This design comes from an exercise in tuning for small area, a short achievable clock period and few clock cycles per item on the open sky130 flow, not from production work. In this exercise RTL edits were held to simulation tests only and were not proved equivalent to the original.

File: flow/run.sh
#!/bin/bash
# synth_recipe.tcl (not shown) runs the flow's synth.tcl, then flattens the netlist and writes it again
# the make line also repeats each setting of config.mk as NAME=value (left out here)
make -C /OpenROAD-flow-scripts/flow DESIGN_CONFIG=/design/flow/config.mk WORK_HOME=/design/flow/orfs CLKGATE_MAP_FILE= SYNTH_SCRIPT=/design/flow/synth_recipe.tcl finish
File: flow/constraint.sdc
create_clock -name core_clock -period 7.5 [get_ports {clk}]
set_input_delay 1.5000 -clock core_clock [delete_from_list [all_inputs] [get_ports {clk}]]
set_output_delay 1.5000 -clock core_clock [all_outputs]
set_load 0.01 [all_outputs]
File: flow/config.mk
export PLATFORM = sky130hd
export DESIGN_NAME = geofence
export DESIGN_NICKNAME = geofence
export VERILOG_FILES = /design/flow/design.v
export SDC_FILE = /design/flow/constraint.sdc
export NUM_CORES = 4
export LEC_CHECK = 0
export CAP_MARGIN = 20
export CORE_MARGIN = 2
export CORE_UTILIZATION = 40
export SETUP_SLACK_MARGIN = 3.0
export SLEW_MARGIN = 20
export SYNTH_HIERARCHICAL = 1
export SYNTH_MINIMUM_KEEP_SIZE = 0
File: flow/design.v
module FA (input a, input b, input c, output s, output co);
    assign s = a ^ b ^ c;
    assign co = (a & b) | (c & (a ^ b));
endmodule
module HA (input a, input b, output s, output co);
    assign s = a ^ b;
    assign co = a & b;
endmodule
module CrossProduct (input [10:0] ax,
                     input [10:0] ay,
                     input [10:0] bx,
                     input [10:0] by,
                     output pos);
    wire [9:0] ma = ax[9:0], mb = by[9:0], mc = ay[9:0], md = bx[9:0];
    wire n1 = ax[10] ^ by[10];    
    wire n2 = ay[10] ^ bx[10];    
    wire gt;
    assign pos = n1 ? (n2 & ~gt) : (n2 | gt);
    wire p1, q2, p3, q4, p5, q6, p7, q8, p9, q10, p11, q12, p13, q14, p15, q16;
    wire p17, q18, p19, q20, p21, q22, p23, q24, p25, q26, p27, q28, p29, q30, p31, q32;
    wire p33, q34, p35, q36, p37, q38, p39, q40, p41, q42, p43, q44, p45, q46, p47, q48;
    wire p49, q50, p51, q52, p53, q54, p55, q56, p57, q58, p59, q60, p61, q62, p63, q64;
    wire p65, q66, p67, q68, p69, q70, p71, q72, p73, q74, p75, q76, p77, q78, p79, q80;
    wire p81, q82, p83, q84, p85, q86, p87, q88, p89, q90, p91, q92, p93, q94, p95, q96;
    wire p97, q98, p99, q100, p101, q102, p103, q104, p105, q106, p107, q108, p109, q110, p111, q112;
    wire p113, q114, p115, q116, p117, q118, p119, q120, p121, q122, p123, q124, p125, q126, p127, q128;
    wire p129, q130, p131, q132, p133, q134, p135, q136, p137, q138, p139, q140, p141, q142, p143, q144;
    wire p145, q146, p147, q148, p149, q150, p151, q152, p153, q154, p155, q156, p157, q158, p159, q160;
    wire p161, q162, p163, q164, p165, q166, p167, q168, p169, q170, p171, q172, p173, q174, p175, q176;
    wire p177, q178, p179, q180, p181, q182, p183, q184, p185, q186, p187, q188, p189, q190, p191, q192;
    wire p193, q194, p195, q196, p197, q198, p199, q200, s201, c202, s203, c204, s205, c206, s207, c208;
    wire s209, c210, s211, c212, s213, c214, s215, c216, s217, c218, s219, c220, s221, c222, s223, c224;
    wire s225, c226, s227, c228, s229, c230, s231, c232, s233, c234, s235, c236, s237, c238, s239, c240;
    wire s241, c242, s243, c244, s245, c246, s247, c248, s249, c250, s251, c252, s253, c254, s255, c256;
    wire s257, c258, s259, c260, s261, c262, s263, c264, s265, c266, s267, c268, s269, c270, s271, c272;
    wire s273, c274, s275, c276, s277, c278, s279, c280, s281, c282, s283, c284, s285, c286, s287, c288;
    wire s289, c290, s291, c292, s293, c294, s295, c296, s297, c298, s299, c300, s301, c302, s303, c304;
    wire s305, c306, s307, c308, s309, c310, s311, c312, s313, c314, s315, c316, s317, c318, s319, c320;
    wire s321, c322, s323, c324, s325, c326, s327, c328, s329, c330, s331, c332, s333, c334, s335, c336;
    wire s337, c338, s339, c340, s341, c342, s343, c344, s345, c346, s347, c348, s349, c350, s351, c352;
    wire s353, c354, s355, c356, s357, c358, s359, c360, s361, c362, s363, c364, s365, c366, s367, c368;
    wire s369, c370, s371, c372, s373, c374, s375, c376, s377, c378, s379, c380, s381, c382, s383, c384;
    wire s385, c386, s387, c388, s389, c390, s391, c392, s393, c394, s395, c396, s397, c398, s399, c400;
    wire s401, c402, s403, c404, s405, c406, s407, c408, s409, c410, s411, c412, s413, c414, s415, c416;
    wire s417, c418, s419, c420, s421, c422, s423, c424, s425, c426, s427, c428, s429, c430, s431, c432;
    wire s433, c434, s435, c436, s437, c438, s439, c440, s441, c442, s443, c444, s445, c446, s447, c448;
    wire s449, c450, s451, c452, s453, c454, s455, c456, s457, c458, s459, c460, s461, c462, s463, c464;
    wire s465, c466, s467, c468, s469, c470, s471, c472, s473, c474, s475, c476, s477, c478, s479, c480;
    wire s481, c482, s483, c484, s485, c486, s487, c488, s489, c490, s491, c492, s493, c494, s495, c496;
    wire s497, c498, s499, c500, s501, c502, s503, c504, s505, c506, s507, c508, s509, c510, s511, c512;
    wire s513, c514, s515, c516, s517, c518, s519, c520, s521, c522, s523, c524, s525, c526, s527, c528;
    wire s529, c530, s531, c532, s533, c534, s535, c536, s537, c538, s539, c540, s541, c542, s543, c544;
    wire s545, c546, s547, c548, s549, c550, s551, c552, s553, c554, s555, c556, s557, c558, s559, c560;
    wire s561, c562, s563, c564, g565, t566, g567, t568, g569, t570, g571, t572, g573, t574, g575, t576;
    wire g577, t578, g579, t580, g581, t582, g583, t584, g585, t586, g587, t588, g589, t590, g591, t592;
    wire g593, t594, g595, t596, g597, t598, g599, t600, g601, t602, g603, t604, g605, t606, G607, P608;
    wire G609, P610, G611, P612, G613, P614, G615, P616, G617, P618, G619, P620, G621, P622, G623, P624;
    wire G625, P626, G627, P628, G629, P630, G631, P632, G633, P634, G635, P636, G637, P638, G639, P640;
    wire G641, P642, G643, P644, G645, P646;
    assign p1 = ma[0] & mb[0];
    assign q2 = ~(mc[0] & md[0]);
    assign p3 = ma[0] & mb[1];
    assign q4 = ~(mc[0] & md[1]);
    assign p5 = ma[0] & mb[2];
    assign q6 = ~(mc[0] & md[2]);
    assign p7 = ma[0] & mb[3];
    assign q8 = ~(mc[0] & md[3]);
    assign p9 = ma[0] & mb[4];
    assign q10 = ~(mc[0] & md[4]);
    assign p11 = ma[0] & mb[5];
    assign q12 = ~(mc[0] & md[5]);
    assign p13 = ma[0] & mb[6];
    assign q14 = ~(mc[0] & md[6]);
    assign p15 = ma[0] & mb[7];
    assign q16 = ~(mc[0] & md[7]);
    assign p17 = ma[0] & mb[8];
    assign q18 = ~(mc[0] & md[8]);
    assign p19 = ma[0] & mb[9];
    assign q20 = ~(mc[0] & md[9]);
    assign p21 = ma[1] & mb[0];
    assign q22 = ~(mc[1] & md[0]);
    assign p23 = ma[1] & mb[1];
    assign q24 = ~(mc[1] & md[1]);
    assign p25 = ma[1] & mb[2];
    assign q26 = ~(mc[1] & md[2]);
    assign p27 = ma[1] & mb[3];
    assign q28 = ~(mc[1] & md[3]);
    assign p29 = ma[1] & mb[4];
    assign q30 = ~(mc[1] & md[4]);
    assign p31 = ma[1] & mb[5];
    assign q32 = ~(mc[1] & md[5]);
    assign p33 = ma[1] & mb[6];
    assign q34 = ~(mc[1] & md[6]);
    assign p35 = ma[1] & mb[7];
    assign q36 = ~(mc[1] & md[7]);
    assign p37 = ma[1] & mb[8];
    assign q38 = ~(mc[1] & md[8]);
    assign p39 = ma[1] & mb[9];
    assign q40 = ~(mc[1] & md[9]);
    assign p41 = ma[2] & mb[0];
    assign q42 = ~(mc[2] & md[0]);
    assign p43 = ma[2] & mb[1];
    assign q44 = ~(mc[2] & md[1]);
    assign p45 = ma[2] & mb[2];
    assign q46 = ~(mc[2] & md[2]);
    assign p47 = ma[2] & mb[3];
    assign q48 = ~(mc[2] & md[3]);
    assign p49 = ma[2] & mb[4];
    assign q50 = ~(mc[2] & md[4]);
    assign p51 = ma[2] & mb[5];
    assign q52 = ~(mc[2] & md[5]);
    assign p53 = ma[2] & mb[6];
    assign q54 = ~(mc[2] & md[6]);
    assign p55 = ma[2] & mb[7];
    assign q56 = ~(mc[2] & md[7]);
    assign p57 = ma[2] & mb[8];
    assign q58 = ~(mc[2] & md[8]);
    assign p59 = ma[2] & mb[9];
    assign q60 = ~(mc[2] & md[9]);
    assign p61 = ma[3] & mb[0];
    assign q62 = ~(mc[3] & md[0]);
    assign p63 = ma[3] & mb[1];
    assign q64 = ~(mc[3] & md[1]);
    assign p65 = ma[3] & mb[2];
    assign q66 = ~(mc[3] & md[2]);
    assign p67 = ma[3] & mb[3];
    assign q68 = ~(mc[3] & md[3]);
    assign p69 = ma[3] & mb[4];
    assign q70 = ~(mc[3] & md[4]);
    assign p71 = ma[3] & mb[5];
    assign q72 = ~(mc[3] & md[5]);
    assign p73 = ma[3] & mb[6];
    assign q74 = ~(mc[3] & md[6]);
    assign p75 = ma[3] & mb[7];
    assign q76 = ~(mc[3] & md[7]);
    assign p77 = ma[3] & mb[8];
    assign q78 = ~(mc[3] & md[8]);
    assign p79 = ma[3] & mb[9];
    assign q80 = ~(mc[3] & md[9]);
    assign p81 = ma[4] & mb[0];
    assign q82 = ~(mc[4] & md[0]);
    assign p83 = ma[4] & mb[1];
    assign q84 = ~(mc[4] & md[1]);
    assign p85 = ma[4] & mb[2];
    assign q86 = ~(mc[4] & md[2]);
    assign p87 = ma[4] & mb[3];
    assign q88 = ~(mc[4] & md[3]);
    assign p89 = ma[4] & mb[4];
    assign q90 = ~(mc[4] & md[4]);
    assign p91 = ma[4] & mb[5];
    assign q92 = ~(mc[4] & md[5]);
    assign p93 = ma[4] & mb[6];
    assign q94 = ~(mc[4] & md[6]);
    assign p95 = ma[4] & mb[7];
    assign q96 = ~(mc[4] & md[7]);
    assign p97 = ma[4] & mb[8];
    assign q98 = ~(mc[4] & md[8]);
    assign p99 = ma[4] & mb[9];
    assign q100 = ~(mc[4] & md[9]);
    assign p101 = ma[5] & mb[0];
    assign q102 = ~(mc[5] & md[0]);
    assign p103 = ma[5] & mb[1];
    assign q104 = ~(mc[5] & md[1]);
    assign p105 = ma[5] & mb[2];
    assign q106 = ~(mc[5] & md[2]);
    assign p107 = ma[5] & mb[3];
    assign q108 = ~(mc[5] & md[3]);
    assign p109 = ma[5] & mb[4];
    assign q110 = ~(mc[5] & md[4]);
    assign p111 = ma[5] & mb[5];
    assign q112 = ~(mc[5] & md[5]);
    assign p113 = ma[5] & mb[6];
    assign q114 = ~(mc[5] & md[6]);
    assign p115 = ma[5] & mb[7];
    assign q116 = ~(mc[5] & md[7]);
    assign p117 = ma[5] & mb[8];
    assign q118 = ~(mc[5] & md[8]);
    assign p119 = ma[5] & mb[9];
    assign q120 = ~(mc[5] & md[9]);
    assign p121 = ma[6] & mb[0];
    assign q122 = ~(mc[6] & md[0]);
    assign p123 = ma[6] & mb[1];
    assign q124 = ~(mc[6] & md[1]);
    assign p125 = ma[6] & mb[2];
    assign q126 = ~(mc[6] & md[2]);
    assign p127 = ma[6] & mb[3];
    assign q128 = ~(mc[6] & md[3]);
    assign p129 = ma[6] & mb[4];
    assign q130 = ~(mc[6] & md[4]);
    assign p131 = ma[6] & mb[5];
    assign q132 = ~(mc[6] & md[5]);
    assign p133 = ma[6] & mb[6];
    assign q134 = ~(mc[6] & md[6]);
    assign p135 = ma[6] & mb[7];
    assign q136 = ~(mc[6] & md[7]);
    assign p137 = ma[6] & mb[8];
    assign q138 = ~(mc[6] & md[8]);
    assign p139 = ma[6] & mb[9];
    assign q140 = ~(mc[6] & md[9]);
    assign p141 = ma[7] & mb[0];
    assign q142 = ~(mc[7] & md[0]);
    assign p143 = ma[7] & mb[1];
    assign q144 = ~(mc[7] & md[1]);
    assign p145 = ma[7] & mb[2];
    assign q146 = ~(mc[7] & md[2]);
    assign p147 = ma[7] & mb[3];
    assign q148 = ~(mc[7] & md[3]);
    assign p149 = ma[7] & mb[4];
    assign q150 = ~(mc[7] & md[4]);
    assign p151 = ma[7] & mb[5];
    assign q152 = ~(mc[7] & md[5]);
    assign p153 = ma[7] & mb[6];
    assign q154 = ~(mc[7] & md[6]);
    assign p155 = ma[7] & mb[7];
    assign q156 = ~(mc[7] & md[7]);
    assign p157 = ma[7] & mb[8];
    assign q158 = ~(mc[7] & md[8]);
    assign p159 = ma[7] & mb[9];
    assign q160 = ~(mc[7] & md[9]);
    assign p161 = ma[8] & mb[0];
    assign q162 = ~(mc[8] & md[0]);
    assign p163 = ma[8] & mb[1];
    assign q164 = ~(mc[8] & md[1]);
    assign p165 = ma[8] & mb[2];
    assign q166 = ~(mc[8] & md[2]);
    assign p167 = ma[8] & mb[3];
    assign q168 = ~(mc[8] & md[3]);
    assign p169 = ma[8] & mb[4];
    assign q170 = ~(mc[8] & md[4]);
    assign p171 = ma[8] & mb[5];
    assign q172 = ~(mc[8] & md[5]);
    assign p173 = ma[8] & mb[6];
    assign q174 = ~(mc[8] & md[6]);
    assign p175 = ma[8] & mb[7];
    assign q176 = ~(mc[8] & md[7]);
    assign p177 = ma[8] & mb[8];
    assign q178 = ~(mc[8] & md[8]);
    assign p179 = ma[8] & mb[9];
    assign q180 = ~(mc[8] & md[9]);
    assign p181 = ma[9] & mb[0];
    assign q182 = ~(mc[9] & md[0]);
    assign p183 = ma[9] & mb[1];
    assign q184 = ~(mc[9] & md[1]);
    assign p185 = ma[9] & mb[2];
    assign q186 = ~(mc[9] & md[2]);
    assign p187 = ma[9] & mb[3];
    assign q188 = ~(mc[9] & md[3]);
    assign p189 = ma[9] & mb[4];
    assign q190 = ~(mc[9] & md[4]);
    assign p191 = ma[9] & mb[5];
    assign q192 = ~(mc[9] & md[5]);
    assign p193 = ma[9] & mb[6];
    assign q194 = ~(mc[9] & md[6]);
    assign p195 = ma[9] & mb[7];
    assign q196 = ~(mc[9] & md[7]);
    assign p197 = ma[9] & mb[8];
    assign q198 = ~(mc[9] & md[8]);
    assign p199 = ma[9] & mb[9];
    assign q200 = ~(mc[9] & md[9]);
    FA fs201 (.a(p19), .b(q20), .c(p37), .s(s201), .co(c202));
    HA hs203 (.a(p39), .b(q40), .s(s203), .co(c204));
    FA fs205 (.a(p13), .b(q14), .c(p31), .s(s205), .co(c206));
    FA fs207 (.a(p15), .b(q16), .c(p33), .s(s207), .co(c208));
    FA fs209 (.a(q34), .b(p51), .c(q52), .s(s209), .co(c210));
    HA hs211 (.a(p69), .b(q70), .s(s211), .co(c212));
    FA fs213 (.a(p17), .b(q18), .c(p35), .s(s213), .co(c214));
    FA fs215 (.a(q36), .b(p53), .c(q54), .s(s215), .co(c216));
    FA fs217 (.a(p71), .b(q72), .c(p89), .s(s217), .co(c218));
    FA fs219 (.a(q90), .b(p107), .c(q108), .s(s219), .co(c220));
    HA hs221 (.a(p125), .b(q126), .s(s221), .co(c222));
    FA fs223 (.a(s201), .b(q38), .c(p55), .s(s223), .co(c224));
    FA fs225 (.a(q56), .b(p73), .c(q74), .s(s225), .co(c226));
    FA fs227 (.a(p91), .b(q92), .c(p109), .s(s227), .co(c228));
    FA fs229 (.a(q110), .b(p127), .c(q128), .s(s229), .co(c230));
    FA fs231 (.a(p145), .b(q146), .c(p163), .s(s231), .co(c232));
    HA hs233 (.a(q164), .b(p181), .s(s233), .co(c234));
    FA fs235 (.a(s203), .b(p57), .c(q58), .s(s235), .co(c236));
    FA fs237 (.a(p75), .b(q76), .c(p93), .s(s237), .co(c238));
    FA fs239 (.a(q94), .b(p111), .c(q112), .s(s239), .co(c240));
    FA fs241 (.a(p129), .b(q130), .c(p147), .s(s241), .co(c242));
    FA fs243 (.a(q148), .b(p165), .c(q166), .s(s243), .co(c244));
    FA fs245 (.a(p183), .b(q184), .c(c202), .s(s245), .co(c246));
    FA fs247 (.a(p59), .b(q60), .c(p77), .s(s247), .co(c248));
    FA fs249 (.a(q78), .b(p95), .c(q96), .s(s249), .co(c250));
    FA fs251 (.a(p113), .b(q114), .c(p131), .s(s251), .co(c252));
    FA fs253 (.a(q132), .b(p149), .c(q150), .s(s253), .co(c254));
    FA fs255 (.a(p167), .b(q168), .c(p185), .s(s255), .co(c256));
    FA fs257 (.a(p79), .b(q80), .c(p97), .s(s257), .co(c258));
    FA fs259 (.a(q98), .b(p115), .c(q116), .s(s259), .co(c260));
    FA fs261 (.a(p133), .b(q134), .c(p151), .s(s261), .co(c262));
    FA fs263 (.a(p99), .b(q100), .c(p117), .s(s263), .co(c264));
    FA fs265 (.a(p9), .b(q10), .c(p27), .s(s265), .co(c266));
    FA fs267 (.a(p11), .b(q12), .c(p29), .s(s267), .co(c268));
    FA fs269 (.a(q30), .b(p47), .c(q48), .s(s269), .co(c270));
    HA hs271 (.a(p65), .b(q66), .s(s271), .co(c272));
    FA fs273 (.a(s205), .b(q32), .c(p49), .s(s273), .co(c274));
    FA fs275 (.a(q50), .b(p67), .c(q68), .s(s275), .co(c276));
    FA fs277 (.a(p85), .b(q86), .c(p103), .s(s277), .co(c278));
    HA hs279 (.a(q104), .b(p121), .s(s279), .co(c280));
    FA fs281 (.a(s207), .b(s209), .c(s211), .s(s281), .co(c282));
    FA fs283 (.a(p87), .b(q88), .c(p105), .s(s283), .co(c284));
    FA fs285 (.a(q106), .b(p123), .c(q124), .s(s285), .co(c286));
    FA fs287 (.a(p141), .b(q142), .c(c206), .s(s287), .co(c288));
    FA fs289 (.a(s213), .b(s215), .c(s217), .s(s289), .co(c290));
    FA fs291 (.a(s219), .b(s221), .c(p143), .s(s291), .co(c292));
    FA fs293 (.a(q144), .b(p161), .c(q162), .s(s293), .co(c294));
    FA fs295 (.a(c208), .b(c210), .c(c212), .s(s295), .co(c296));
    FA fs297 (.a(s223), .b(s225), .c(s227), .s(s297), .co(c298));
    FA fs299 (.a(s229), .b(s231), .c(s233), .s(s299), .co(c300));
    FA fs301 (.a(q182), .b(c214), .c(c216), .s(s301), .co(c302));
    FA fs303 (.a(c218), .b(c220), .c(c222), .s(s303), .co(c304));
    FA fs305 (.a(s235), .b(s237), .c(s239), .s(s305), .co(c306));
    FA fs307 (.a(s241), .b(s243), .c(s245), .s(s307), .co(c308));
    FA fs309 (.a(c224), .b(c226), .c(c228), .s(s309), .co(c310));
    FA fs311 (.a(c230), .b(c232), .c(c234), .s(s311), .co(c312));
    FA fs313 (.a(s247), .b(s249), .c(s251), .s(s313), .co(c314));
    FA fs315 (.a(s253), .b(s255), .c(q186), .s(s315), .co(c316));
    FA fs317 (.a(c204), .b(c236), .c(c238), .s(s317), .co(c318));
    FA fs319 (.a(c240), .b(c242), .c(c244), .s(s319), .co(c320));
    FA fs321 (.a(s257), .b(s259), .c(s261), .s(s321), .co(c322));
    FA fs323 (.a(q152), .b(p169), .c(q170), .s(s323), .co(c324));
    FA fs325 (.a(p187), .b(q188), .c(c248), .s(s325), .co(c326));
    FA fs327 (.a(c250), .b(c252), .c(c254), .s(s327), .co(c328));
    FA fs329 (.a(s263), .b(q118), .c(p135), .s(s329), .co(c330));
    FA fs331 (.a(q136), .b(p153), .c(q154), .s(s331), .co(c332));
    FA fs333 (.a(p171), .b(q172), .c(p189), .s(s333), .co(c334));
    FA fs335 (.a(q190), .b(c258), .c(c260), .s(s335), .co(c336));
    FA fs337 (.a(p119), .b(q120), .c(p137), .s(s337), .co(c338));
    FA fs339 (.a(q138), .b(p155), .c(q156), .s(s339), .co(c340));
    FA fs341 (.a(p173), .b(q174), .c(p191), .s(s341), .co(c342));
    FA fs343 (.a(p139), .b(q140), .c(p157), .s(s343), .co(c344));
    HA hs345 (.a(p5), .b(q6), .s(s345), .co(c346));
    FA fs347 (.a(p7), .b(q8), .c(p25), .s(s347), .co(c348));
    FA fs349 (.a(q26), .b(p43), .c(q44), .s(s349), .co(c350));
    FA fs351 (.a(s265), .b(q28), .c(p45), .s(s351), .co(c352));
    FA fs353 (.a(q46), .b(p63), .c(q64), .s(s353), .co(c354));
    HA hs355 (.a(p81), .b(q82), .s(s355), .co(c356));
    FA fs357 (.a(s267), .b(s269), .c(s271), .s(s357), .co(c358));
    FA fs359 (.a(p83), .b(q84), .c(p101), .s(s359), .co(c360));
    assign s361 = ~(q102 ^ c266);
    assign c362 = q102 | c266;
    FA fs363 (.a(s273), .b(s275), .c(s277), .s(s363), .co(c364));
    FA fs365 (.a(s279), .b(q122), .c(c268), .s(s365), .co(c366));
    assign s367 = ~(c270 ^ c272);
    assign c368 = c270 | c272;
    FA fs369 (.a(s281), .b(s283), .c(s285), .s(s369), .co(c370));
    FA fs371 (.a(s287), .b(c274), .c(c276), .s(s371), .co(c372));
    assign s373 = ~(c278 ^ c280);
    assign c374 = c278 | c280;
    FA fs375 (.a(s289), .b(s291), .c(s293), .s(s375), .co(c376));
    FA fs377 (.a(s295), .b(c282), .c(c284), .s(s377), .co(c378));
    assign s379 = ~(c286 ^ c288);
    assign c380 = c286 | c288;
    FA fs381 (.a(s297), .b(s299), .c(s301), .s(s381), .co(c382));
    FA fs383 (.a(s303), .b(c290), .c(c292), .s(s383), .co(c384));
    assign s385 = ~(c294 ^ c296);
    assign c386 = c294 | c296;
    FA fs387 (.a(s305), .b(s307), .c(s309), .s(s387), .co(c388));
    FA fs389 (.a(s311), .b(c298), .c(c300), .s(s389), .co(c390));
    assign s391 = ~(c302 ^ c304);
    assign c392 = c302 | c304;
    FA fs393 (.a(s313), .b(s315), .c(s317), .s(s393), .co(c394));
    FA fs395 (.a(s319), .b(c246), .c(c306), .s(s395), .co(c396));
    FA fs397 (.a(c308), .b(c310), .c(c312), .s(s397), .co(c398));
    FA fs399 (.a(s321), .b(s323), .c(s325), .s(s399), .co(c400));
    FA fs401 (.a(s327), .b(c256), .c(c314), .s(s401), .co(c402));
    FA fs403 (.a(c316), .b(c318), .c(c320), .s(s403), .co(c404));
    FA fs405 (.a(s329), .b(s331), .c(s333), .s(s405), .co(c406));
    FA fs407 (.a(s335), .b(c262), .c(c322), .s(s407), .co(c408));
    FA fs409 (.a(c324), .b(c326), .c(c328), .s(s409), .co(c410));
    FA fs411 (.a(s337), .b(s339), .c(s341), .s(s411), .co(c412));
    FA fs413 (.a(q192), .b(c264), .c(c330), .s(s413), .co(c414));
    FA fs415 (.a(c332), .b(c334), .c(c336), .s(s415), .co(c416));
    FA fs417 (.a(s343), .b(q158), .c(p175), .s(s417), .co(c418));
    FA fs419 (.a(q176), .b(p193), .c(q194), .s(s419), .co(c420));
    FA fs421 (.a(c338), .b(c340), .c(c342), .s(s421), .co(c422));
    FA fs423 (.a(p159), .b(q160), .c(p177), .s(s423), .co(c424));
    FA fs425 (.a(q178), .b(p195), .c(q196), .s(s425), .co(c426));
    HA hs427 (.a(p3), .b(q4), .s(s427), .co(c428));
    FA fs429 (.a(s345), .b(p23), .c(q24), .s(s429), .co(c430));
    HA hs431 (.a(p41), .b(q42), .s(s431), .co(c432));
    FA fs433 (.a(s347), .b(s349), .c(p61), .s(s433), .co(c434));
    assign s435 = ~(q62 ^ c346);
    assign c436 = q62 | c346;
    FA fs437 (.a(s351), .b(s353), .c(s355), .s(s437), .co(c438));
    assign s439 = ~(c348 ^ c350);
    assign c440 = c348 | c350;
    FA fs441 (.a(s357), .b(s359), .c(s361), .s(s441), .co(c442));
    FA fs443 (.a(c352), .b(c354), .c(c356), .s(s443), .co(c444));
    FA fs445 (.a(s363), .b(s365), .c(s367), .s(s445), .co(c446));
    FA fs447 (.a(c358), .b(c360), .c(c362), .s(s447), .co(c448));
    FA fs449 (.a(s369), .b(s371), .c(s373), .s(s449), .co(c450));
    FA fs451 (.a(c364), .b(c366), .c(c368), .s(s451), .co(c452));
    FA fs453 (.a(s375), .b(s377), .c(s379), .s(s453), .co(c454));
    FA fs455 (.a(c370), .b(c372), .c(c374), .s(s455), .co(c456));
    FA fs457 (.a(s381), .b(s383), .c(s385), .s(s457), .co(c458));
    FA fs459 (.a(c376), .b(c378), .c(c380), .s(s459), .co(c460));
    FA fs461 (.a(s387), .b(s389), .c(s391), .s(s461), .co(c462));
    FA fs463 (.a(c382), .b(c384), .c(c386), .s(s463), .co(c464));
    FA fs465 (.a(s393), .b(s395), .c(s397), .s(s465), .co(c466));
    FA fs467 (.a(c388), .b(c390), .c(c392), .s(s467), .co(c468));
    FA fs469 (.a(s399), .b(s401), .c(s403), .s(s469), .co(c470));
    FA fs471 (.a(c394), .b(c396), .c(c398), .s(s471), .co(c472));
    FA fs473 (.a(s405), .b(s407), .c(s409), .s(s473), .co(c474));
    FA fs475 (.a(c400), .b(c402), .c(c404), .s(s475), .co(c476));
    FA fs477 (.a(s411), .b(s413), .c(s415), .s(s477), .co(c478));
    FA fs479 (.a(c406), .b(c408), .c(c410), .s(s479), .co(c480));
    FA fs481 (.a(s417), .b(s419), .c(s421), .s(s481), .co(c482));
    FA fs483 (.a(c412), .b(c414), .c(c416), .s(s483), .co(c484));
    FA fs485 (.a(s423), .b(s425), .c(c344), .s(s485), .co(c486));
    FA fs487 (.a(c418), .b(c420), .c(c422), .s(s487), .co(c488));
    FA fs489 (.a(p179), .b(q180), .c(p197), .s(s489), .co(c490));
    FA fs491 (.a(q198), .b(c424), .c(c426), .s(s491), .co(c492));
    HA hs493 (.a(s427), .b(p21), .s(s493), .co(c494));
    FA fs495 (.a(s429), .b(s431), .c(c428), .s(s495), .co(c496));
    FA fs497 (.a(s433), .b(s435), .c(c430), .s(s497), .co(c498));
    FA fs499 (.a(s437), .b(s439), .c(c434), .s(s499), .co(c500));
    FA fs501 (.a(s441), .b(s443), .c(c438), .s(s501), .co(c502));
    FA fs503 (.a(s445), .b(s447), .c(c442), .s(s503), .co(c504));
    FA fs505 (.a(s449), .b(s451), .c(c446), .s(s505), .co(c506));
    FA fs507 (.a(s453), .b(s455), .c(c450), .s(s507), .co(c508));
    FA fs509 (.a(s457), .b(s459), .c(c454), .s(s509), .co(c510));
    FA fs511 (.a(s461), .b(s463), .c(c458), .s(s511), .co(c512));
    FA fs513 (.a(s465), .b(s467), .c(c462), .s(s513), .co(c514));
    FA fs515 (.a(s469), .b(s471), .c(c466), .s(s515), .co(c516));
    FA fs517 (.a(s473), .b(s475), .c(c470), .s(s517), .co(c518));
    FA fs519 (.a(s477), .b(s479), .c(c474), .s(s519), .co(c520));
    FA fs521 (.a(s481), .b(s483), .c(c478), .s(s521), .co(c522));
    FA fs523 (.a(s485), .b(s487), .c(c482), .s(s523), .co(c524));
    FA fs525 (.a(s489), .b(s491), .c(c486), .s(s525), .co(c526));
    FA fs527 (.a(p199), .b(q200), .c(c490), .s(s527), .co(c528));
    HA hs529 (.a(s493), .b(q22), .s(s529), .co(c530));
    assign s531 = ~(s495 ^ c494);
    assign c532 = s495 | c494;
    FA fs533 (.a(s497), .b(c432), .c(c496), .s(s533), .co(c534));
    FA fs535 (.a(s499), .b(c436), .c(c498), .s(s535), .co(c536));
    FA fs537 (.a(s501), .b(c440), .c(c500), .s(s537), .co(c538));
    FA fs539 (.a(s503), .b(c444), .c(c502), .s(s539), .co(c540));
    FA fs541 (.a(s505), .b(c448), .c(c504), .s(s541), .co(c542));
    FA fs543 (.a(s507), .b(c452), .c(c506), .s(s543), .co(c544));
    FA fs545 (.a(s509), .b(c456), .c(c508), .s(s545), .co(c546));
    FA fs547 (.a(s511), .b(c460), .c(c510), .s(s547), .co(c548));
    FA fs549 (.a(s513), .b(c464), .c(c512), .s(s549), .co(c550));
    FA fs551 (.a(s515), .b(c468), .c(c514), .s(s551), .co(c552));
    FA fs553 (.a(s517), .b(c472), .c(c516), .s(s553), .co(c554));
    FA fs555 (.a(s519), .b(c476), .c(c518), .s(s555), .co(c556));
    FA fs557 (.a(s521), .b(c480), .c(c520), .s(s557), .co(c558));
    FA fs559 (.a(s523), .b(c484), .c(c522), .s(s559), .co(c560));
    FA fs561 (.a(s525), .b(c488), .c(c524), .s(s561), .co(c562));
    FA fs563 (.a(s527), .b(c492), .c(c526), .s(s563), .co(c564));
    assign g565 = p1 & q2;
    assign t566 = p1 | q2;
    assign g567 = s529 & 1'b1;
    assign t568 = s529 | 1'b1;
    assign g569 = s531 & c530;
    assign t570 = s531 | c530;
    assign g571 = s533 & c532;
    assign t572 = s533 | c532;
    assign g573 = s535 & c534;
    assign t574 = s535 | c534;
    assign g575 = s537 & c536;
    assign t576 = s537 | c536;
    assign g577 = s539 & c538;
    assign t578 = s539 | c538;
    assign g579 = s541 & c540;
    assign t580 = s541 | c540;
    assign g581 = s543 & c542;
    assign t582 = s543 | c542;
    assign g583 = s545 & c544;
    assign t584 = s545 | c544;
    assign g585 = s547 & c546;
    assign t586 = s547 | c546;
    assign g587 = s549 & c548;
    assign t588 = s549 | c548;
    assign g589 = s551 & c550;
    assign t590 = s551 | c550;
    assign g591 = s553 & c552;
    assign t592 = s553 | c552;
    assign g593 = s555 & c554;
    assign t594 = s555 | c554;
    assign g595 = s557 & c556;
    assign t596 = s557 | c556;
    assign g597 = s559 & c558;
    assign t598 = s559 | c558;
    assign g599 = s561 & c560;
    assign t600 = s561 | c560;
    assign g601 = s563 & c562;
    assign t602 = s563 | c562;
    assign g603 = c528 & c564;
    assign t604 = c528 | c564;
    assign g605 = 1'b1 & 1'b0;
    assign t606 = 1'b1 | 1'b0;
    assign G607 = g567 | (t568 & g565);
    assign P608 = t568 & t566;
    assign G609 = g569 | (t570 & G607);
    assign P610 = t570 & P608;
    assign G611 = g573 | (t574 & g571);
    assign P612 = t574 & t572;
    assign G613 = g575 | (t576 & G611);
    assign P614 = t576 & P612;
    assign G615 = G613 | (P614 & G609);
    assign P616 = P614 & P610;
    assign G617 = g579 | (t580 & g577);
    assign P618 = t580 & t578;
    assign G619 = g581 | (t582 & G617);
    assign P620 = t582 & P618;
    assign G621 = g585 | (t586 & g583);
    assign P622 = t586 & t584;
    assign G623 = G621 | (P622 & G619);
    assign P624 = P622 & P620;
    assign G625 = G623 | (P624 & G615);
    assign P626 = P624 & P616;
    assign G627 = g589 | (t590 & g587);
    assign P628 = t590 & t588;
    assign G629 = g591 | (t592 & G627);
    assign P630 = t592 & P628;
    assign G631 = g595 | (t596 & g593);
    assign P632 = t596 & t594;
    assign G633 = G631 | (P632 & G629);
    assign P634 = P632 & P630;
    assign G635 = g599 | (t600 & g597);
    assign P636 = t600 & t598;
    assign G637 = g601 | (t602 & G635);
    assign P638 = t602 & P636;
    assign G639 = g605 | (t606 & g603);
    assign P640 = t606 & t604;
    assign G641 = G639 | (P640 & G637);
    assign P642 = P640 & P638;
    assign G643 = G641 | (P642 & G633);
    assign P644 = P642 & P634;
    assign G645 = G643 | (P644 & G625);
    assign P646 = P644 & P626;
    assign gt = G645;
endmodule
module geofence (clk,
                 reset,
                 X,
                 Y,
                 valid,
                 is_inside);
    input clk;
    input reset;
    input [9:0] X;
    input [9:0] Y;
    output valid;
    output is_inside;
    reg [3:0] cnt;
    reg [9:0] px, py;
    reg [10:0] ux, uy, sx, sy, ex, ey;    
    reg ins, vld;
    wire cs, ce;
    CrossProduct C0 (.ax(sx), .ay(sy), .bx(ux), .by(uy), .pos(cs));
    CrossProduct C1 (.ax(ex), .ay(ey), .bx(ux), .by(uy), .pos(ce));
    assign valid = vld;
    assign is_inside = ins;
    always @(posedge clk or posedge reset) begin
        if (reset) begin
            cnt <= 4'd0;
            vld <= 1'b0;
        end else begin
            cnt <= (cnt == 4'd8) ? 4'd0 : cnt + 4'd1;
            vld <= (cnt == 4'd7);
        end
    end
    wire [10:0] dx = {1'b0, X} - {1'b0, px};
    wire [10:0] dy = {1'b0, Y} - {1'b0, py};
    wire [9:0] nx = px - X;
    wire [9:0] ny = py - Y;
    wire place = cnt >= 4'd3 && cnt <= 4'd7;
    always @(posedge clk) begin
        if (cnt == 4'd0) begin
            px <= X;
            py <= Y;
        end
        ux <= {dx[10], dx[10] ? nx : dx[9:0]};
        uy <= {dy[10], dy[10] ? ny : dy[9:0]};
        if (cnt == 4'd2 || (place && !cs && !ce)) begin
            sx <= ux;
            sy <= uy;
        end
        if (cnt == 4'd2 || (place && cs && ce)) begin
            ex <= ux;
            ey <= uy;
        end
        if (cnt == 4'd2)
            ins <= 1'b0;
        else if (place && !cs && ce)
            ins <= 1'b1;
    end
endmodule
==> results of run 1 <==
## cells in the mapped netlist, drive strengths merged
cell and instances:
a211o 1, a211oi 4, a21boi 2, a21o 16
a21oi 55, a221oi 3, a22oi 4, a311oi 1
a31oi 14, and2 203, and3 1, and4 1
buf 9, clkbuf 46, dfrtp 5, dfxtp 23
edfxtp 64, fa 326, ha 83, inv 119
maj3 6, mux2i 17, nand2 215, nand2b 2
nand3 8, nor2 30, nor2b 1, nor3 1
nor3b 2, o211ai 5, o21a 2, o21ai 23
o21bai 1, o221ai 2, o22ai 13, o31ai 2
o41ai 2, or2 3, or3 1, xnor2 6
xor2 15
## per-module statistics from Yosys, one instance, submodules excluded
module,cells inside,copies in the design,cell area [um^2]
geofence,365,1,4434
HA,1,24,12.51
CrossProduct,313,2,1620
FA,1,322,20.02
## worst reg2reg max path, stage by stage, from the launching register on
cell and delay, ps:
edfxtp_1 440, and2_4 170, fa_2 410, fa_1 500, fa_2 570, fa_2 450
fa_2 540, fa_2 460, fa_2 400, a31oi_1 190, o21ai_1 90, a21oi_2 140
o31ai_1 110, maj3_2 360, a21oi_4 160, mux2i_2 240, o211ai_1 260, a21oi_4 240
buf_6 160
## layout by cell type (no fill, tap or decap), types with 5 or more instances in the layout
cell	Yosys	routed
clkdlybuf4s50_1	0	23
a31oi_1	14	13
a21o_1	15	14
nand2_1	215	215
ha_1	83	83
xor2_1	15	15
nor2_1	30	30
clkbuf_16	0	10
o22ai_1	13	13
fa_1	326	303
a21oi_1	52	50
and2_1	203	200
inv_1	119	119
dfxtp_2	0	7
o211ai_1	5	5
dfxtp_1	23	12
buf_4	5	82
nand3_1	8	8
o21ai_0	18	18
mux2i_1	17	15
xnor2_1	6	6
fa_2	0	23
edfxtp_1	64	64
dfrtp_1	5	5
## layout make-up
cell class / instances / area (um^2) / share of cell area (%)
well taps: 461 / 576.8 / 3.578
inverters: 119 / 446.7 / 2.770
clock buffers: 10 / 250.2 / 1.552
repair buffers: 110 / 910.9 / 5.650
clock inverters: 6 / 51.30 / 0.3182
flip-flops and latches: 92 / 2531 / 15.70
multi-input cells: 1072 / 11360 / 70.43
## what timing repair did
item,CTS,global route
pin swaps,3,4
buffers inserted,47,10
endpoints found under the setup margin,45,45
resized for setup,20,4
cloned,1,0
## through the flow
step / std cells / cell area [um^2] / worst slack [ps]
3_5_place_dp: 1796 / 15300 / 744.5
3_3_place_gp: 1796 / 15290 / 890.9
6_report: 1870 / 16120 / 1339
5_1_grt: 1870 / 16120 / 1122
2_1_floorplan: 1337 / 14510 / 1567
4_1_cts: 1860 / 16040 / 1352
## worst paths after layout
kind,from,endpoint
hold reg to reg,cnt[0]$_DFF_PP0_,cnt[0]$_DFF_PP0_
setup reg to reg,ex[1]$_DFFE_PP_,ex[3]$_DFFE_PP_
setup / recovery,ex[1]$_DFFE_PP_,ex[3]$_DFFE_PP_
min in group asynchronous,reset,vld$_DFF_PP0_
hold / removal,cnt[0]$_DFF_PP0_,cnt[0]$_DFF_PP0_
max in group asynchronous,reset,cnt[2]$_DFF_PP0_
## flip-flops by register name, indices dropped and copies added (netlist names)
name	flops
ux	11
ex	11
cnt	4
ins	1
py	10
sx	11
ey	11
vld	1
px	10
uy	11
sy	11
## cell families (layout without fill, tap and decap cells)
logic type                 after synthesis  after routing  synth area share [%]
AOI/OAI and AO/OA                      150            151                 6.438
xor gates and xnor gates                21             21                 1.275
adders and majority gates              415            415                 52.89
buffers and inverters                  174            245                 4.824
DFF                                     92             92                 17.39
muxes                                   17             17                 1.180
and+or+nand+nor                        468            468                 16.01
## layer usage
| layer | wire [um] | share of wire (%) | global-route usage [%] | vias up |
|---|---|---|---|---|
| met3 | 2250 | 5.8 | 2.992 | 59 |
| met5 | 0 | 0 | 0 | - |
| li1 | - | - | - | 4381 |
| met4 | 973 | 2.5 | 5.387 | 0 |
| met1 | 17030 | 44 | 30.55 | 5301 |
| met2 | 18360 | 48 | 34.96 | 333 |
==> impl_metrics.env, run 1 <==
export IMPL_outcome="timing/DRC/antenna clean"
export IMPL_finalHoldViolCount=0
export IMPL_wirelength_um=38610
export IMPL_path_cells="and2_4 > fa_2 > fa_1 > fa_2 > fa_2 > fa_2 > fa_2 > fa_2 > a31oi_1 > o21ai_1 > a21oi_2 > o31ai_1 > maj3_2 > a21oi_4 > mux2i_2 > o211ai_1 > a21oi_4 > buf_6"
export IMPL_netlist_area_um2=14420
export IMPL_overflow=0
export IMPL_clock_latency_ps=350
export IMPL_grt_use_total_pct=21.50
export IMPL_ys_ff_latch=92
export IMPL_postLayoutCoreUtil_pct=45.33
export IMPL_io_buffer_count=23
export IMPL_clk_pin_slew_ps=70
export IMPL_cts_hold_buf=0
export IMPL_cts_root_buf="clkbuf_16"
export IMPL_drive_gt1_share_pct=11.14
export IMPL_path_class="flip-flop to flip-flop"
export IMPL_synth_distinct_cells=50
export IMPL_htree_levels=3
export IMPL_ant_nets=0
export IMPL_hold_depth=1
export IMPL_critPathLaunchType="flip-flop"
export IMPL_start_util_pct=40.54
export IMPL_yosys_top_cells_area="fa_1 (45%), edfxtp_1 (13%), and2_1 (8.8%)"
export IMPL_io_pins=24
export IMPL_worst_slew_pin_slew_ps=734.9
export IMPL_critPathSlowestCell="fa_2"
export IMPL_die_area_um2=37590
export IMPL_gp_congestion=0.8177
export IMPL_cts_buffers=9
export IMPL_die_h_um=193.9
export IMPL_report_final_slew_viol_count=0
export IMPL_rows=69
export IMPL_synth_seq_area_share_pct=17.39
export IMPL_cts_buffer_depth=2
export IMPL_via_count=10070
export IMPL_wl_per_cell_um=20.65
export IMPL_required_ps=7570
export IMPL_viasPerCell=5.387
export IMPL_cts_sinks=92
export IMPL_cp_common_cell="fa_2"
export IMPL_drcViolationCount=0
export IMPL_slew_headroom_pct=50.85
export IMPL_grt_max_degree=23
export IMPL_grt_pass1_vias=11150
export IMPL_syn_nets=1768
export IMPL_grt_pass1_wl_um=62390
export IMPL_grt_antenna_before_repair=0
export IMPL_endpoint_kind="flip-flop"
export IMPL_die_w_um=193.9
export IMPL_fin_crit_sh_pct=82.15
export IMPL_worst_r2r_cell_count=18
export IMPL_cp_depth=18
export IMPL_worstPathMaxFanout=6
export IMPL_rrSetupSlack_ps=1340
export IMPL_nFillCells=3398
export IMPL_ys_warn_count=7
export IMPL_rsz0062_at_grt="yes"
export IMPL_holdWs_ps=502.1
export IMPL_drt_initial_drc_count=571
export IMPL_hp_class="flip-flop to flip-flop"
export IMPL_maxCapViolations=0
export IMPL_min_period_ps=6162
export IMPL_syn_avg_cell_area_um2=10.79
export IMPL_tns_ps=0
export IMPL_yosysTopAreaCellShare_pct=45.25
export IMPL_fmax_mhz=162.3
export IMPL_cts_tree="done"
export IMPL_max_stage_delay_ps=570
export IMPL_syn_inst=1337
export IMPL_finClkSkew_ps=7.437
export IMPL_synth_top_area_cell="fa_1"
export IMPL_dr_pass1_iters=5
export IMPL_core_area_um2=35570
export IMPL_dpl_hpwl_um=28310
export IMPL_crit_family="adder cells"
export IMPL_num_antenna_cells=0
export IMPL_finalSetupViolCount=0
export IMPL_crit_buf_inv=1
export IMPL_arrival_ps=6230
export IMPL_area_growth_pct=11.80
export IMPL_fin_nets=1835
Testbench counts, summed over its fixed seeds: cycles 28,800, tests 3,200.
==> run 2: changes to the inputs <==
--- a/flow/config.mk
+++ b/flow/config.mk
@@ -10,3 +10,2 @@
 export CORE_UTILIZATION = 40
-export SETUP_SLACK_MARGIN = 3.0
 export SLEW_MARGIN = 20
==> run 2 against run 1 <==
  * Final area fell by 3.7%
  * Flip-flop and latch count stayed put
  * Final cell count fell by 2.9%
  * Critical path depth is 1 lower
  * Area after synthesis did not move
  * Setup slack got worse by 430 ps
  * Synthesized cell count did not move
  * Critical endpoint is now ex[10]$_DFFE_PP_
  * Via count shrank 4.1%
==> impl_metrics.env, run 2 <==
export IMPL_start_util_pct=40.54
export IMPL_endpoint_kind="flip-flop"
export IMPL_outcome="timing/DRC/antenna clean"
export IMPL_synth_enable_flop_cells=64
export IMPL_htree_levels=3
export IMPL_max_stage_delay_ps=630
export IMPL_cts_buffers=9
export IMPL_ctsResizeCount=0
export IMPL_fin_cells=1815
export IMPL_multi_input_area_um2=11230
export IMPL_r2r_start="ux[9]$_DFF_P_"
export IMPL_critPathLaunchType="flip-flop"
export IMPL_ys_ff_latch=92
export IMPL_worst_slew_pin_slew_ps=866.0
export IMPL_area_growth_pct=7.609
export IMPL_path_class="flip-flop to flip-flop"
export IMPL_via_count=9666
export IMPL_drt_initial_drc_count=676
export IMPL_cts_root_buf="clkbuf_16"
export IMPL_finalHoldViolCount=0
export IMPL_regArea_um2=2507
export IMPL_grt_pass1_wl_um=60910
export IMPL_yosysTopAreaCellShare_pct=45.25
export IMPL_finalSetupViolCount=0
export IMPL_hp_class="flip-flop to flip-flop"
export IMPL_drcViolationCount=0
export IMPL_synth_seq_area_share_pct=17.39
export IMPL_grt_pass1_vias=10690
export IMPL_async_flop_share_pct=5.435
export IMPL_syn_nets=1768
export IMPL_min_delay_worst_endpoint="cnt[0]$_DFF_PP0_"
export IMPL_fin_nets=1780
export IMPL_worst_r2r_cell_count=17
export IMPL_fmax_mhz=151.6
export IMPL_min_period_ps=6596
export IMPL_synth_most_common_cell="fa_1"
export IMPL_netlist_area_um2=14420
export IMPL_fin_crit_sh_pct=87.95
export IMPL_io_pins=24
export IMPL_gp_congestion=0.8331
export IMPL_dp_cells=1799
export IMPL_rsz0062_at_grt="no"
export IMPL_wl_per_cell_um=20.74
export IMPL_drive_gt1_share_pct=4.431
export IMPL_holdWs_ps=493.7
export IMPL_cp_common_cell="fa_1"
export IMPL_setup_ws_ps=903.7
export IMPL_die_area_um2=37590
export IMPL_critPathSlowestCell="dfxtp_1"
export IMPL_dr_pass1_iters=5
export IMPL_synth_top_area_cell="fa_1"
export IMPL_io_buffer_count=23
export IMPL_grt_use_total_pct=21.13
export IMPL_grt_max_degree=23
export IMPL_synth_distinct_cells=50
export IMPL_syn_avg_cell_area_um2=10.79
export IMPL_finClkSkew_ps=7.507
export IMPL_cts_tree="done"
export IMPL_dpl_hpwl_um=28980
export IMPL_postCtsSetupBuffers=0
export IMPL_cts_buffer_depth=2
export IMPL_path_cells="nand2_1 > fa_1 > fa_1 > fa_1 > fa_1 > fa_1 > fa_1 > fa_1 > a31oi_1 > nor2_1 > nor2_1 > o221ai_1 > a21oi_2 > mux2i_1 > o211ai_1 > a21oi_2 > buf_4"
export IMPL_grt_antenna_before_repair=1
export IMPL_cts_sinks=92
export IMPL_slew_headroom_pct=42.19
export IMPL_rows=69
export IMPL_cts_hold_buf=0
export IMPL_die_h_um=193.9
export IMPL_clock_latency_ps=350
export IMPL_yosys_top_cells_area="fa_1 (45%), edfxtp_1 (13%), and2_1 (8.8%)"
export IMPL_overflow=0
export IMPL_tns_ps=0
export IMPL_required_ps=7530
export IMPL_arrival_ps=6630
export IMPL_rrSetupSlack_ps=900
export IMPL_mostFrequentLayoutCells="fa_1 (326), nand2_1 (215), and2_1 (203), inv_1 (119), ha_1 (83)"
export IMPL_hold_path_startpoint="cnt[0]$_DFF_PP0_"
export IMPL_nFillCells=3345
export IMPL_maxCapViolations=0
export IMPL_final_common_cell="fa_1"
export IMPL_ant_nets=0
export IMPL_num_antenna_cells=0
export IMPL_viasPerCell=5.326
export IMPL_fin_area_um2=15520
export IMPL_die_w_um=193.9
export IMPL_placed_cell_area_um2=15240
export IMPL_post_place_ws_ps=924.9
export IMPL_reg2reg_to="ex[10]$_DFFE_PP_"
export IMPL_clk_pin_slew_ps=70
export IMPL_synth_common_cells="fa_1 (326), nand2_1 (215), and2_1 (203), inv_1 (119), ha_1 (83)"
export IMPL_report_final_slew_viol_count=0
export IMPL_syn_inst=1337
export IMPL_synth_main_ff_cell="edfxtp_1"
export IMPL_core_area_um2=35570
export IMPL_hold_depth=1
export IMPL_ys_warn_count=7
export IMPL_worstPathMaxFanout=22
export IMPL_wirelength_um=37650
-- run 2: cell types whose count changed in the layout (fill, tap and decap cells not counted), moves of 3 or more --
cell / delta
a21oi_4: -4
and2_1: +3
and2_4: -3
buf_4: -49
buf_6: -4
dfxtp_1: +11
dfxtp_2: -7
dfxtp_4: -4
fa_1: +23
fa_2: -23
-- run 2: final cells by class --
cell class	count	area share [%]
multi-input cells	1071	72.35
flip-flops and latches	92	16.16
well taps	461	3.717
repair buffers	56	3.080
inverters	119	2.878
clock buffers	9	1.451
clock inverters	7	0.3709
-- run 2: kinds of logic after synthesis --
family	synth area share, %
AOI/OAI and AO/OA	6.438
and+or+nand+nor	16.01
muxes	1.180
buffers and inverters	4.824
adders and majority gates	52.89
xor gates and xnor gates	1.275
DFF	17.39
-- run 2: routing by layer --
metal / track usage, % / vias up / wire length, um
met5: 0 / - / 0
met1: 29.59 / 5032 / 16190
li1: - / 4260 / -
met4: 6.481 / 0 / 1272
met2: 33.58 / 308 / 17400
met3: 3.896 / 66 / 2795
-- run 2: worst max-delay path by stage --
stage / from / endpoint / slack (ps) / depth (start not counted)
floorplan: ux[9]$_DFF_P_ / ex[0]$_DFFE_PP_ / 550 / 18
global placement: ux[9]$_DFF_P_ / ey[5]$_DFFE_PP_ / 1010 / 17
detailed placement: ux[9]$_DFF_P_ / ex[8]$_DFFE_PP_ / 920 / 18
CTS: ux[9]$_DFF_P_ / ex[10]$_DFFE_PP_ / 900 / 18
global route: ux[9]$_DFF_P_ / ex[4]$_DFFE_PP_ / 540 / 17
finish: ux[9]$_DFF_P_ / ex[10]$_DFFE_PP_ / 900 / 17
-- run 2: per-module statistics from Yosys (local to each module, per instance) --
module	times used	area (um^2)	cells	flip-flops and latches
geofence	1	4434	365	92
FA	322	20.02	1	0
HA	24	12.51	1	0
CrossProduct	2	1620	313	0
-- run 2: stage by stage --
stage	util [%]
2_1_floorplan	-
3_3_place_gp	42.83
4_1_cts	43.63
5_1_grt	43.63
6_report	43.63
3_5_place_dp	42.83
-- run 2: critical path, delay by kind of cell, from the launching register on --
kind	cells	cell delay [ps]
muxes	1	290
AOI/OAI and AO/OA	5	940
and+or+nand+nor	3	390
DFF	1	630
buffers and inverters	1	300
adders and majority gates	7	3720
==> run 3: changes to the inputs <==
--- a/flow/config.mk
+++ b/flow/config.mk
@@ -10,2 +10,3 @@
 export CORE_UTILIZATION = 40
+export SETUP_SLACK_MARGIN = 2.0
 export SLEW_MARGIN = 20
==> run 3 against run 2 <==
  * Still clean on timing, DRC and antenna
  * Final cell count rose by 5.0%
  * First-iteration DRC count fell by 2.2%
  * Wire length rose by 4.7%
  * Clock-buffer cell count rose by 1
  * Area after synthesis did not move
  * Fmax rose by 7.1%
  * Sequential share of layout area fell by 0.81 points
  * Global-route usage rose by 0.64 points
  * Highest routed layer unchanged
==> impl_metrics.env, run 3 <==
export IMPL_rsz0062_at_grt="yes"
export IMPL_cts_root_buf="clkbuf_16"
export IMPL_setup_ws_ps=1340
export IMPL_critPathSlowestCell="fa_2"
export IMPL_dpl_hpwl_um=28090
export IMPL_io_buffer_count=23
export IMPL_syn_avg_cell_area_um2=10.79
export IMPL_synth_top_family_by_area="adder cells"
export IMPL_drt_initial_drc_count=661
export IMPL_post_place_ws_ps=794.5
export IMPL_endpoint_kind="flip-flop"
export IMPL_num_antenna_cells=0
export IMPL_area_growth_pct=14.27
export IMPL_synth_main_ff_cell="edfxtp_1"
export IMPL_path_class="flip-flop to flip-flop"
export IMPL_synth_top_area_cell="fa_1"
export IMPL_wirelength_um=39430
export IMPL_grt_pass1_vias=11240
export IMPL_via_count=10170
export IMPL_grt_max_degree=23
export IMPL_slew_headroom_pct=59.81
export IMPL_ant_nets=0
export IMPL_cts_sinks=92
export IMPL_worst_slew_pin_slew_ps=599.4
export IMPL_rrSetupSlack_ps=1340
export IMPL_htree_levels=3
export IMPL_die_w_um=193.9
export IMPL_fin_nets=1871
export IMPL_syn_inst=1337
export IMPL_hp_class="flip-flop to flip-flop"
export IMPL_finClkSkew_ps=12.83
export IMPL_core_area_um2=35570
export IMPL_report_final_slew_viol_count=0
export IMPL_cts_tree="done"
export IMPL_io_pins=24
export IMPL_cts_buffers=9
export IMPL_synth_enable_flop_cells=64
export IMPL_min_period_ps=6160
export IMPL_postLayoutCoreUtil_pct=46.33
export IMPL_wl_per_cell_um=20.69
export IMPL_cp_common_cell="fa_2"
export IMPL_crit_buf_inv=2
export IMPL_synth_common_cells="fa_1 (326), nand2_1 (215), and2_1 (203), inv_1 (119), ha_1 (83)"
export IMPL_overflow=0
export IMPL_synth_most_common_cell="fa_1"
export IMPL_drive_gt1_share_pct=13.63
export IMPL_yosys_top_cells_area="fa_1 (45%), edfxtp_1 (13%), and2_1 (8.8%)"
export IMPL_nFillCells=3317
export IMPL_hold_depth=1
export IMPL_ys_ff_latch=92
export IMPL_yosysTopAreaCellShare_pct=45.25
export IMPL_ys_warn_count=7
export IMPL_cts_buffer_depth=2
export IMPL_start_util_pct=40.54
export IMPL_tns_ps=0
export IMPL_required_ps=7560
export IMPL_fmax_mhz=162.3
export IMPL_synth_seq_area_share_pct=17.39
export IMPL_outcome="timing/DRC/antenna clean"
export IMPL_grt_use_total_pct=21.77
export IMPL_multi_input_area_um2=11370
export IMPL_synth_compound_area_share_pct=6.438
export IMPL_reg2reg_to="ex[8]$_DFFE_PP_"
export IMPL_syn_nets=1768
export IMPL_crit_family="adder cells"
export IMPL_viasPerCell=5.338
export IMPL_maxCapViolations=0
export IMPL_worstPathMaxFanout=11
export IMPL_die_area_um2=37590
export IMPL_rows=69
export IMPL_synthMuxAreaShare_pct=1.180
export IMPL_netlist_area_um2=14420
export IMPL_synth_distinct_cells=50
export IMPL_synth_adder_area_share_pct=52.89
export IMPL_die_h_um=193.9
export IMPL_grt_antenna_before_repair=0
export IMPL_critPathLaunchType="flip-flop"
export IMPL_yosys_area_share_simple_pct=16.01
export IMPL_arrival_ps=6220
export IMPL_finalHoldViolCount=0
export IMPL_finalSetupViolCount=0
export IMPL_clk_pin_slew_ps=70
export IMPL_worst_r2r_cell_count=18
export IMPL_synthXorXnorAreaFrac_pct=1.275
export IMPL_grt_pass1_wl_um=62730
export IMPL_r2r_start="ex[0]$_DFFE_PP_"
export IMPL_mostFrequentLayoutCells="fa_1 (299), nand2_1 (215), and2_1 (196), inv_1 (119), buf_4 (105)"
export IMPL_hold_path_startpoint="cnt[0]$_DFF_PP0_"
export IMPL_min_delay_worst_endpoint="cnt[0]$_DFF_PP0_"
export IMPL_fin_crit_sh_pct=82.13
export IMPL_final_common_cell="fa_1"
export IMPL_path_cells="and2_4 > fa_2 > fa_2 > fa_2 > fa_2 > fa_2 > fa_2 > fa_1 > a31oi_1 > nor2_1 > nor2_1 > o221ai_1 > a21oi_2 > mux2i_1 > o211ai_1 > buf_4 > a21oi_4 > buf_12"
export IMPL_dr_pass1_iters=6
export IMPL_regArea_um2=2530
export IMPL_drcViolationCount=0
export IMPL_gp_congestion=0.8426
export IMPL_async_flop_share_pct=5.435
export IMPL_cts_hold_buf=0
export IMPL_holdWs_ps=511.1
export IMPL_clock_latency_ps=350
export IMPL_max_stage_delay_ps=540
run 3: cell counts after synthesis:
Identical to the previous run, type by type.
run 3: per-module statistics from Yosys, one instance, submodules excluded:
| module | area, um^2 | cells inside | copies in the design | flops+latches |
|---|---|---|---|---|
| geofence | 4434 | 365 | 1 | 92 |
| CrossProduct | 1620 | 313 | 2 | 0 |
| FA | 20.02 | 1 | 322 | 0 |
| HA | 12.51 | 1 | 24 | 0 |
run 3: through the flow:
stage,area [um^2],instances
after floorplan,14510,1337
after global placement,15260,1790
after detailed placement,15260,1790
after CTS,16140,1873
after global routing,16480,1906
final,16480,1906
run 3: metal layers:
metal,wire [um],vias to the layer above,GRT usage [%]
met2,18870,355,35.56
met3,2926,67,4.331
met1,16750,5295,29.51
met4,884,0,6.481
li1,-,4457,-
met5,0,-,0
run 3: cell type report:
| class | count | share of cell area, % |
|---|---|---|
| multi-input cells | 1073 | 69.02 |
| flip-flops and latches | 92 | 15.35 |
| repair buffers | 145 | 7.646 |
| well taps | 461 | 3.500 |
| inverters | 119 | 2.710 |
| clock buffers | 10 | 1.389 |
| clock inverters | 6 | 0.3872 |
run 3: cell families after synthesis:
logic type	count (synthesis)
and+or+nand+nor	468
AOI/OAI and AO/OA	150
buffers and inverters	174
adders and majority gates	415
DFF	92
muxes	17
xor gates and xnor gates	21
run 3: how the worst max path moves through the flow:
| stage | cells past startpoint | end | slack [ps] | from |
|---|---|---|---|---|
| after floorplan | 17 | ex[0]$_DFFE_PP_ | 1570 | ex[1]$_DFFE_PP_ |
| after global placement | 16 | ex[9]$_DFFE_PP_ | 830 | ux[9]$_DFF_P_ |
| after detailed placement | 17 | ey[4]$_DFFE_PP_ | 790 | ux[9]$_DFF_P_ |
| after CTS | 18 | ex[8]$_DFFE_PP_ | 1380 | sx[1]$_DFFE_PP_ |
| after global routing | 19 | ey[8]$_DFFE_PP_ | 1180 | sx[1]$_DFFE_PP_ |
| final | 18 | ex[8]$_DFFE_PP_ | 1340 | ex[0]$_DFFE_PP_ |
run 3: repair_timing:
item | in CTS | in global routing
buffers inserted | 66 | 32
resized for setup | 24 | 15
setup endpoints to repair | 45 | 45
pin swaps | 9 | 14
gates cloned | 1 | 1

==> static timing again, ports no longer ideal <==
How much do the figures lean on ideal ports? The routed layouts below were timed once more, with nothing changed but the port constraints.
Step 1 sets driving cells, clkbuf_16 on the clock port and buf_2 on the other inputs (assumed; they add their load-dependent delay and slew).
Step 2 moves the port delays by t, midway between the first and last clock arrival at a register: inputs arrive t later, outputs are due t later. That takes back most of the time a late clock gives input paths.
Slacks: no drivers / after step 1 / after step 2; pairs: no drivers / after step 1.
| run | shift t [ns] | setup WS [ns] | worst slew at a driven data input, ns |
|---|---|---|---|
| run 1 | 0.386 | 1.339 / 1.339 / 1.339 | 0.04 |
| run 2 | 0.389 | 0.904 / 0.904 / 0.904 | 0.04 |
| run 3 | 0.390 | 1.340 / 1.340 / 1.340 | 0.04 |
After both steps setup and hold are still met in every run listed.
